Background: an optimization exercise with open tools, aiming at small area, a short achievable clock period and few clock cycles. Do not read the settings as production practice.
At most, simulation tests tie the RTL to the original design; equivalence was not proved.
Power and IR drop assume default switching activity.

alpha:
==> flow/design.v <==
`timescale 1ns / 1ps
module CacheController(
    rst,
    clk,
    wr,
    rd,
    data_rd,
    data_wr,
    addr_req,
    addr_resp,
    rdy,
    busy,
    wr_mem,
    rd_mem,
    busy_mem,
    data_rd_mem,
    data_wr_mem,
    addr_mem,
    cache_miss_count,
    cache_hit_count
    );
    input  rst; 
    input  clk; 
    input  wr;
    input  rd;
    output [31:0] data_rd;
    reg    [31:0] data_rd;
    input  [31:0] data_wr;
    input  [31:0] addr_req;
    output [31:0] addr_resp;
    reg    [31:0] addr_resp;
    output rdy;
    reg    rdy;
    output busy;
    output  wr_mem;
    reg     wr_mem;
    output  rd_mem;
    reg     rd_mem;
    input   busy_mem;
    input  [31:0] data_rd_mem;
    output [31:0] data_wr_mem;
    reg    [31:0] data_wr_mem;
    output [31:0] addr_mem;
    reg    [31:0] addr_mem;
    output [31:0] cache_miss_count;
    reg    [31:0] cache_miss_count;
    output [31:0] cache_hit_count;
    reg    [31:0] cache_hit_count;
    reg [15:0]  cache_valid;
    reg [23:0]  cache_tag [15:0];
    reg  [23:0] old_tag;          
    reg         old_valid;
    wire [23:0] addr_tag   = addr_req[31:8];
    wire [3:0]  addr_index = addr_req[7:4];
    wire stall  = (rd_mem | wr_mem) & busy_mem;     
    wire done   = (rd_mem | wr_mem) & ~busy_mem;    
    assign busy = stall | (wr_mem & wr);
    wire accept = (rd | wr) & ~busy;
    wire hit = old_valid && (old_tag == addr_mem[31:8]);
    always @(posedge clk) begin
        if (!stall) begin
            addr_mem    <= addr_req;
            data_wr_mem <= data_wr;
        end
        if (accept) begin
            old_tag   <= cache_tag[addr_index];
            old_valid <= cache_valid[addr_index];
        end
        addr_resp <= addr_mem;
        data_rd   <= data_rd_mem;
    end
    genvar i;
    generate
        for (i = 0; i < 16; i = i + 1) begin : line
            always @(posedge clk)
                if (accept && addr_index == i)
                    cache_tag[i] <= addr_tag;
        end
    endgenerate
    always @(posedge clk or posedge rst) begin
        if (rst) begin
            rdy              <= 1'b0;
            rd_mem           <= 1'b0;
            wr_mem           <= 1'b0;
            cache_valid      <= 16'h0000;
            cache_hit_count  <= 32'h0;
            cache_miss_count <= 32'h0;
        end else begin
            rdy <= done;
            if (!stall) begin
                rd_mem <= rd & ~busy;
                wr_mem <= wr & ~busy;
            end
            if (accept)
                cache_valid[addr_index] <= 1'b1;
            if (done) begin
                if (hit)
                    cache_hit_count  <= cache_hit_count + 1'b1;
                else
                    cache_miss_count <= cache_miss_count + 1'b1;
            end
        end
    end
endmodule
Settings: LEC_CHECK=0, CAP_MARGIN=20, CORE_MARGIN=2, CORE_UTILIZATION=70, CTS_BUF_LIST=sky130_fd_sc_hd__clkbuf_16, CTS_CLUSTER_DIAMETER=100, CTS_CLUSTER_SIZE=25, SETUP_SLACK_MARGIN=3.6, SLEW_MARGIN=20; clock period 6.5 ns.
standard.sh (not shown) runs the stock make flow with config.mk's settings and CLKGATE_MAP_FILE= SYNTH_SCRIPT=/design/flow/synth_recipe.tcl, a recipe that flattens the netlist after the stock synthesis.
==> flow/flow/run.sh <==
#!/bin/bash
# The standard layout (the standard.sh, unchanged synthesis and steps),
# with the port buffers that global placement inserts made of the smallest
# buffer cell instead of the one buffer_ports picks by itself; the resizer
# still upsizes any that timing or slew needs.
set -euo pipefail
export BUFFER_PORTS_ARGS="-buffer_cell sky130_fd_sc_hd__buf_1"
bash standard.sh > standard_flow.log 2>&1
Testbench counts of alpha, summed over its fixed seeds: cycles 14,249.
Here is what was changed in the inputs of beta compared with alpha.
--- a/flow/design.v
+++ b/flow/design.v
@@ -58,16 +58,14 @@
     wire accept = (rd | wr) & ~busy;
     wire hit = old_valid && (old_tag == addr_mem[31:8]);
     always @(posedge clk) begin
         if (!stall) begin
             addr_mem    <= addr_req;
             data_wr_mem <= data_wr;
-        end
-        if (accept) begin
-            old_tag   <= cache_tag[addr_index];
-            old_valid <= cache_valid[addr_index];
+            old_tag     <= cache_tag[addr_index];
+            old_valid   <= cache_valid[addr_index];
         end
         addr_resp <= addr_mem;
         data_rd   <= data_rd_mem;
     end
     genvar i;
     generate
Notes after the runs:
- Of alpha and beta, alpha shows the higher synthesized cell count, with beta below it.
- When beta is measured against alpha, its fraction of the yosys area taken by sequential cells turns out 0.67 points higher.
- Going from alpha to beta, tap cell instance count flat; area of the placeable core flat; global routing met2 resource utilization up 0.21 points; via count down 2.3%.
- beta ends up with a setup slack after placement that is 0.24 ns higher than in alpha.
- beta against alpha: total power went down, combined area of all synthesized cells went down, cell count went down, power in combinational cells went down, first-pass GRT wire length went down.
- [compare] base=alpha new=beta: number of clock buffer instances in the layout now smaller, routed wire length saw a decrease.
- beta reached the end of the flow, and the finished layout is clean on the timing, DRC and antenna checks.
Testbench counts of beta, summed over its fixed seeds: cycles 14,249.

CacheController, a different RTL version from the one above (not shown whole).
Size: ~1200 cells after synthesis, roughly 600 flip-flops, ~300 I/O pins, ~22000 sq um of cells after synthesis.
==> module CacheController, before the edit <==
module CacheController(
    rst,
    clk,
    wr,
    rd,
    data_rd,
    data_wr,
    addr_req,
    addr_resp,
    rdy,
    busy,
    wr_mem,
    rd_mem,
    busy_mem,
    data_rd_mem,
    data_wr_mem,
    addr_mem,
    cache_miss_count,
    cache_hit_count
    );
    input  rst; 
    input  clk; 
    input  wr;
    input  rd;
    output [31:0] data_rd;
    reg    [31:0] data_rd;
    input  [31:0] data_wr;
    input  [31:0] addr_req;
    output [31:0] addr_resp;
    reg    [31:0] addr_resp;
    output rdy;
    reg    rdy;
    output busy;
    output  wr_mem;
    output  rd_mem;
    input   busy_mem;
    input  [31:0] data_rd_mem;
    output [31:0] data_wr_mem;
    output [31:0] addr_mem;
    output [31:0] cache_miss_count;
    reg    [31:0] cache_miss_count;
    output [31:0] cache_hit_count;
    reg    [31:0] cache_hit_count;
    reg [15:0]  cache_valid;
    reg [23:0]  cache_tag [15:0];
    wire [3:0]  addr_index = addr_req[7:4];
    assign busy        = busy_mem;
    assign rd_mem      = rd & ~rst;
    assign wr_mem      = wr & ~rst;
    assign addr_mem    = addr_req;
    assign data_wr_mem = data_wr;
    wire accept = (rd | wr) & ~busy_mem;
    reg         v1;
    reg  [31:0] a1;
    reg  [31:0] d1;
    reg  [23:0] old_tag;
    reg         old_valid;
    wire [23:0] a1_tag   = a1[31:8];
    wire [3:0]  a1_index = a1[7:4];
    wire        hit      = old_valid && (old_tag == a1_tag);
    wire        same_line = v1 && (a1_index == addr_index);
    always @(posedge clk) begin
        a1        <= addr_req;
        d1        <= data_rd_mem;
        old_tag   <= same_line ? a1_tag : cache_tag[addr_index];
        old_valid <= same_line | cache_valid[addr_index];
        addr_resp <= a1;
        data_rd   <= d1;
        if (v1)
            cache_tag[a1_index] <= a1_tag;
    end
    always @(posedge clk or posedge rst) begin
        if (rst) begin
            v1               <= 1'b0;
            rdy              <= 1'b0;
            cache_valid      <= 16'h0000;
            cache_hit_count  <= 32'h0;
            cache_miss_count <= 32'h0;
        end else begin
            v1  <= accept;
            rdy <= v1;
            if (v1) begin
                cache_valid[a1_index] <= 1'b1;
                if (hit)
                    cache_hit_count  <= cache_hit_count + 1'b1;
                else
                    cache_miss_count <= cache_miss_count + 1'b1;
            end
        end
    end
endmodule
clock: 6.5 ns
lec_check: 0
abc_clock_period_in_ps: 2500
cap_margin: 20
core_margin: 2
core_utilization: 55
setup_slack_margin: 3.7
slew_margin: 20
run.sh (not shown) runs the stock make flow with config.mk's settings and CLKGATE_MAP_FILE= SYNTH_SCRIPT=/design/flow/synth_recipe.tcl, a recipe that flattens the netlist after the stock synthesis.
Stock flow here: none of the scripts above is used.
Next try:
--- a/flow/design.v
+++ b/flow/design.v
@@ -67,9 +67,15 @@
         old_valid <= same_line | cache_valid[addr_index];
         addr_resp <= a1;
         data_rd   <= d1;
-        if (v1)
-            cache_tag[a1_index] <= a1_tag;
     end
+    genvar i;
+    generate
+        for (i = 0; i < 16; i = i + 1) begin : line
+            always @(posedge clk)
+                if (v1 && a1_index == i)
+                    cache_tag[i] <= a1_tag;
+        end
+    endgenerate
     always @(posedge clk or posedge rst) begin
         if (rst) begin
             v1               <= 1'b0;
Outcome: Setup slack gains 0.60 ns. Register-to-register slack gains 0.98 ns. Clock-buffer cell count decreases by 5. Utilization decreases by 5.4 points. Combinational power decreases by 12%. Flip-flop and latch count increases by 24. Global-route usage increases by 2.8 points. Die area increases by 1.2%. Cell area decreases by about 5.6%. Fmax increases by about 20%. Non-clock buffer count decreases by 78. Wire length increases by 11%. Clock power barely changes.
Testbench counts after the change, summed over its fixed seeds: cycles 12,016.
Only the layout flow was run in the first run of this note; the RTL was not checked for function there.

## job 101
CacheController, a different RTL version from the one above (not shown whole).
Size: ~600 flip-flops, roughly 0.022 mm^2 of cells after synthesis.
==> module CacheController, before the edit <==
module CacheController(
    rst,
    clk,
    wr,
    rd,
    data_rd,
    data_wr,
    addr_req,
    addr_resp,
    rdy,
    busy,
    wr_mem,
    rd_mem,
    busy_mem,
    data_rd_mem,
    data_wr_mem,
    addr_mem,
    cache_miss_count,
    cache_hit_count
    );
    input  rst; 
    input  clk; 
    input  wr;
    input  rd;
    output [31:0] data_rd;
    reg    [31:0] data_rd;
    input  [31:0] data_wr;
    input  [31:0] addr_req;
    output [31:0] addr_resp;
    reg    [31:0] addr_resp;
    output rdy;
    reg    rdy;
    output busy;
    output  wr_mem;
    output  rd_mem;
    input   busy_mem;
    input  [31:0] data_rd_mem;
    output [31:0] data_wr_mem;
    output [31:0] addr_mem;
    output [31:0] cache_miss_count;
    reg    [31:0] cache_miss_count;
    output [31:0] cache_hit_count;
    reg    [31:0] cache_hit_count;
    reg [15:0]  cache_valid;
    reg [23:0]  cache_tag [15:0];
    wire [23:0] addr_tag   = addr_req[31:8];
    wire [3:0]  addr_index = addr_req[7:4];
    assign busy        = busy_mem;
    assign rd_mem      = rd & ~rst;
    assign wr_mem      = wr & ~rst;
    assign addr_mem    = addr_req;
    assign data_wr_mem = data_wr;
    wire accept = (rd | wr) & ~busy_mem;
    wire hit    = cache_valid[addr_index] && (cache_tag[addr_index] == addr_tag);
    reg         v1;
    reg         hit1;
    reg  [31:0] a1;
    reg  [31:0] d1;
    always @(posedge clk) begin
        hit1      <= hit;
        a1        <= addr_req;
        d1        <= data_rd_mem;
        addr_resp <= a1;
        data_rd   <= d1;
    end
    genvar i;
    generate
        for (i = 0; i < 16; i = i + 1) begin : line
            always @(posedge clk)
                if (accept && addr_index == i)
                    cache_tag[i] <= addr_tag;
        end
    endgenerate
    always @(posedge clk or posedge rst) begin
        if (rst) begin
            v1               <= 1'b0;
            rdy              <= 1'b0;
            cache_valid      <= 16'h0000;
            cache_hit_count  <= 32'h0;
            cache_miss_count <= 32'h0;
        end else begin
            v1  <= accept;
            rdy <= v1;
            if (accept)
                cache_valid[addr_index] <= 1'b1;
            if (v1) begin
                if (hit1)
                    cache_hit_count  <= cache_hit_count + 1'b1;
                else
                    cache_miss_count <= cache_miss_count + 1'b1;
            end
        end
    end
endmodule
==> flow/config.mk <==
export PLATFORM = sky130hd
export DESIGN_NAME = CacheController
export DESIGN_NICKNAME = CacheController
export VERILOG_FILES = /design/flow/design.v
export SDC_FILE = /design/flow/constraint.sdc
export NUM_CORES = 4
export LEC_CHECK = 0
export ABC_CLOCK_PERIOD_IN_PS = 2500
export CAP_MARGIN = 20
export CORE_MARGIN = 2
export CORE_UTILIZATION = 75
export CTS_BUF_LIST = sky130_fd_sc_hd__clkbuf_8
export CTS_CLUSTER_DIAMETER = 60
export CTS_CLUSTER_SIZE = 14
export SETUP_SLACK_MARGIN = 3.6
export SLEW_MARGIN = 20
==> flow/constraint.sdc <==
create_clock -name core_clock -period 6.5 [get_ports {clk}]
set_input_delay 1.3000 -clock core_clock [delete_from_list [all_inputs] [get_ports {clk}]]
set_output_delay 1.3000 -clock core_clock [all_outputs]
set_load 0.01 [all_outputs]
standard.sh (not shown) runs the stock make flow with config.mk's settings and CLKGATE_MAP_FILE= SYNTH_SCRIPT=/design/flow/synth_recipe.tcl, a recipe that flattens the netlist after the stock synthesis.
Scripts as last shown in full above: flow/flow/run.sh
The following lists how job 102 was set up differently from job 101:
-- flow/design.v --
<<< job 101, line 45
    reg [15:0]  cache_valid;
    reg [23:0]  cache_tag [15:0];
    wire [23:0] addr_tag   = addr_req[31:8];
    wire [3:0]  addr_index = addr_req[7:4];
    assign busy        = busy_mem;
>>> job 102, line 45
    reg [15:0]  cache_valid;
    reg [23:0]  cache_tag [15:0];
    wire [3:0]  addr_index = addr_req[7:4];
    assign busy        = busy_mem;
<<< job 101, line 53
    assign data_wr_mem = data_wr;
    wire accept = (rd | wr) & ~busy_mem;
    wire hit    = cache_valid[addr_index] && (cache_tag[addr_index] == addr_tag);
    reg         v1;
    reg         hit1;
    reg  [31:0] a1;
    reg  [31:0] d1;
    always @(posedge clk) begin
        hit1      <= hit;
        a1        <= addr_req;
        d1        <= data_rd_mem;
        addr_resp <= a1;
        data_rd   <= d1;
>>> job 102, line 52
    assign data_wr_mem = data_wr;
    wire accept = (rd | wr) & ~busy_mem;
    reg         v1;
    reg  [31:0] a1;
    reg  [31:0] d1;
    reg  [23:0] old_tag;
    reg         old_valid;
    wire [23:0] a1_tag   = a1[31:8];
    wire [3:0]  a1_index = a1[7:4];
    wire        hit      = old_valid && (old_tag == a1_tag);
    wire        same_line = v1 && (a1_index == addr_index);
    always @(posedge clk) begin
        a1        <= addr_req;
        d1        <= data_rd_mem;
        old_tag   <= same_line ? a1_tag : cache_tag[addr_index];
        old_valid <= same_line | cache_valid[addr_index];
        addr_resp <= a1;
        data_rd   <= d1;
<<< job 101, line 69
        for (i = 0; i < 16; i = i + 1) begin : line
            always @(posedge clk)
                if (accept && addr_index == i)
                    cache_tag[i] <= addr_tag;
        end
    endgenerate
>>> job 102, line 73
        for (i = 0; i < 16; i = i + 1) begin : line
            always @(posedge clk)
                if (v1 && a1_index == i)
                    cache_tag[i] <= a1_tag;
        end
    endgenerate
<<< job 101, line 83
            v1  <= accept;
            rdy <= v1;
            if (accept)
                cache_valid[addr_index] <= 1'b1;
            if (v1) begin
                if (hit1)
                    cache_hit_count  <= cache_hit_count + 1'b1;
                else
>>> job 102, line 87
            v1  <= accept;
            rdy <= v1;
            if (v1) begin
                cache_valid[a1_index] <= 1'b1;
                if (hit)
                    cache_hit_count  <= cache_hit_count + 1'b1;
                else
### Flow results
Sequential power, job 101 and job 102: smaller value in job 101. Looking at area of the multi-input gates, job 102 sits above job 101. Sort job 101 and job 102 by required time of the critical path desc -> top: job 101. Comparing job 101 and job 102, the higher worst-case vdd ir drop was measured on job 101. Re proportion of power drawn by combinational gates: job 101 was higher than job 102. Between job 101 and job 102, the difference in share of synthesized cell area in full adder, half adder and majority cells is negligible. Comparing job 101 and job 102, the higher final cell utilization of the core is on job 101. On data-path buffer share of cell area in the final layout: between job 101 and job 102, it ends up higher for job 101. Per the comparison of job 102 with job 101, wire length went down; number of signal-net inverters in the final layout went up; clock group share of total power went up. Sort job 101 and job 102 by wire length of the first global-routing pass, descending, and job 102 comes first. Job 102 ends up with a mean routed wirelength per cell that is 7.7% lower than in job 101. Against job 101, width of the chip in job 102 rose by a few percent.
Testbench counts of job 102, summed over its fixed seeds: cycles 12,016.
For job 101, only the layout was checked, not whether the RTL still works.

static timing again, ports no longer ideal:
The flow's constraints put no driver on any port. The routed layouts listed below were extracted and timed again, unchanged, in two steps. Step 1: set_driving_cell puts a clkbuf_16 on clk and a buf_2 on each other input, an assumption about the parent block. Step 2, shift: input delay + t, output delay - t, t = (earliest + latest rising clock arrival at the registers) / 2. This alone moves slack from input paths to output paths. a / b / c = ideal / step 1 / step 2; a / b = the first two.
| run | shift t [ns] | slack for setup (ns) | worst data-port slew with drivers (ns) |
|---|---|---|---|
| alpha | 0.624 | 3.460 / 3.416 / 2.900 | 0.06 |
| beta | 0.649 | 3.550 / 3.501 / 2.969 | 0.06 |
| the first run of note 2 | 0.670 | 2.979 / 2.979 / 2.979 | 0.09 |
| the second run of note 2 | 0.690 | 3.580 / 3.515 / 2.971 | 0.20 |
| job 101 | 0.663 | 2.916 / 2.850 / 2.187 | 0.18 |
| job 102 | 0.651 | 3.547 / 3.462 / 2.946 | 0.18 |
After both steps every run listed still meets setup and hold. For job 101, which loses most, drivers alone change the setup slack by -0.066 ns; drivers and shift together by -0.729 ns.
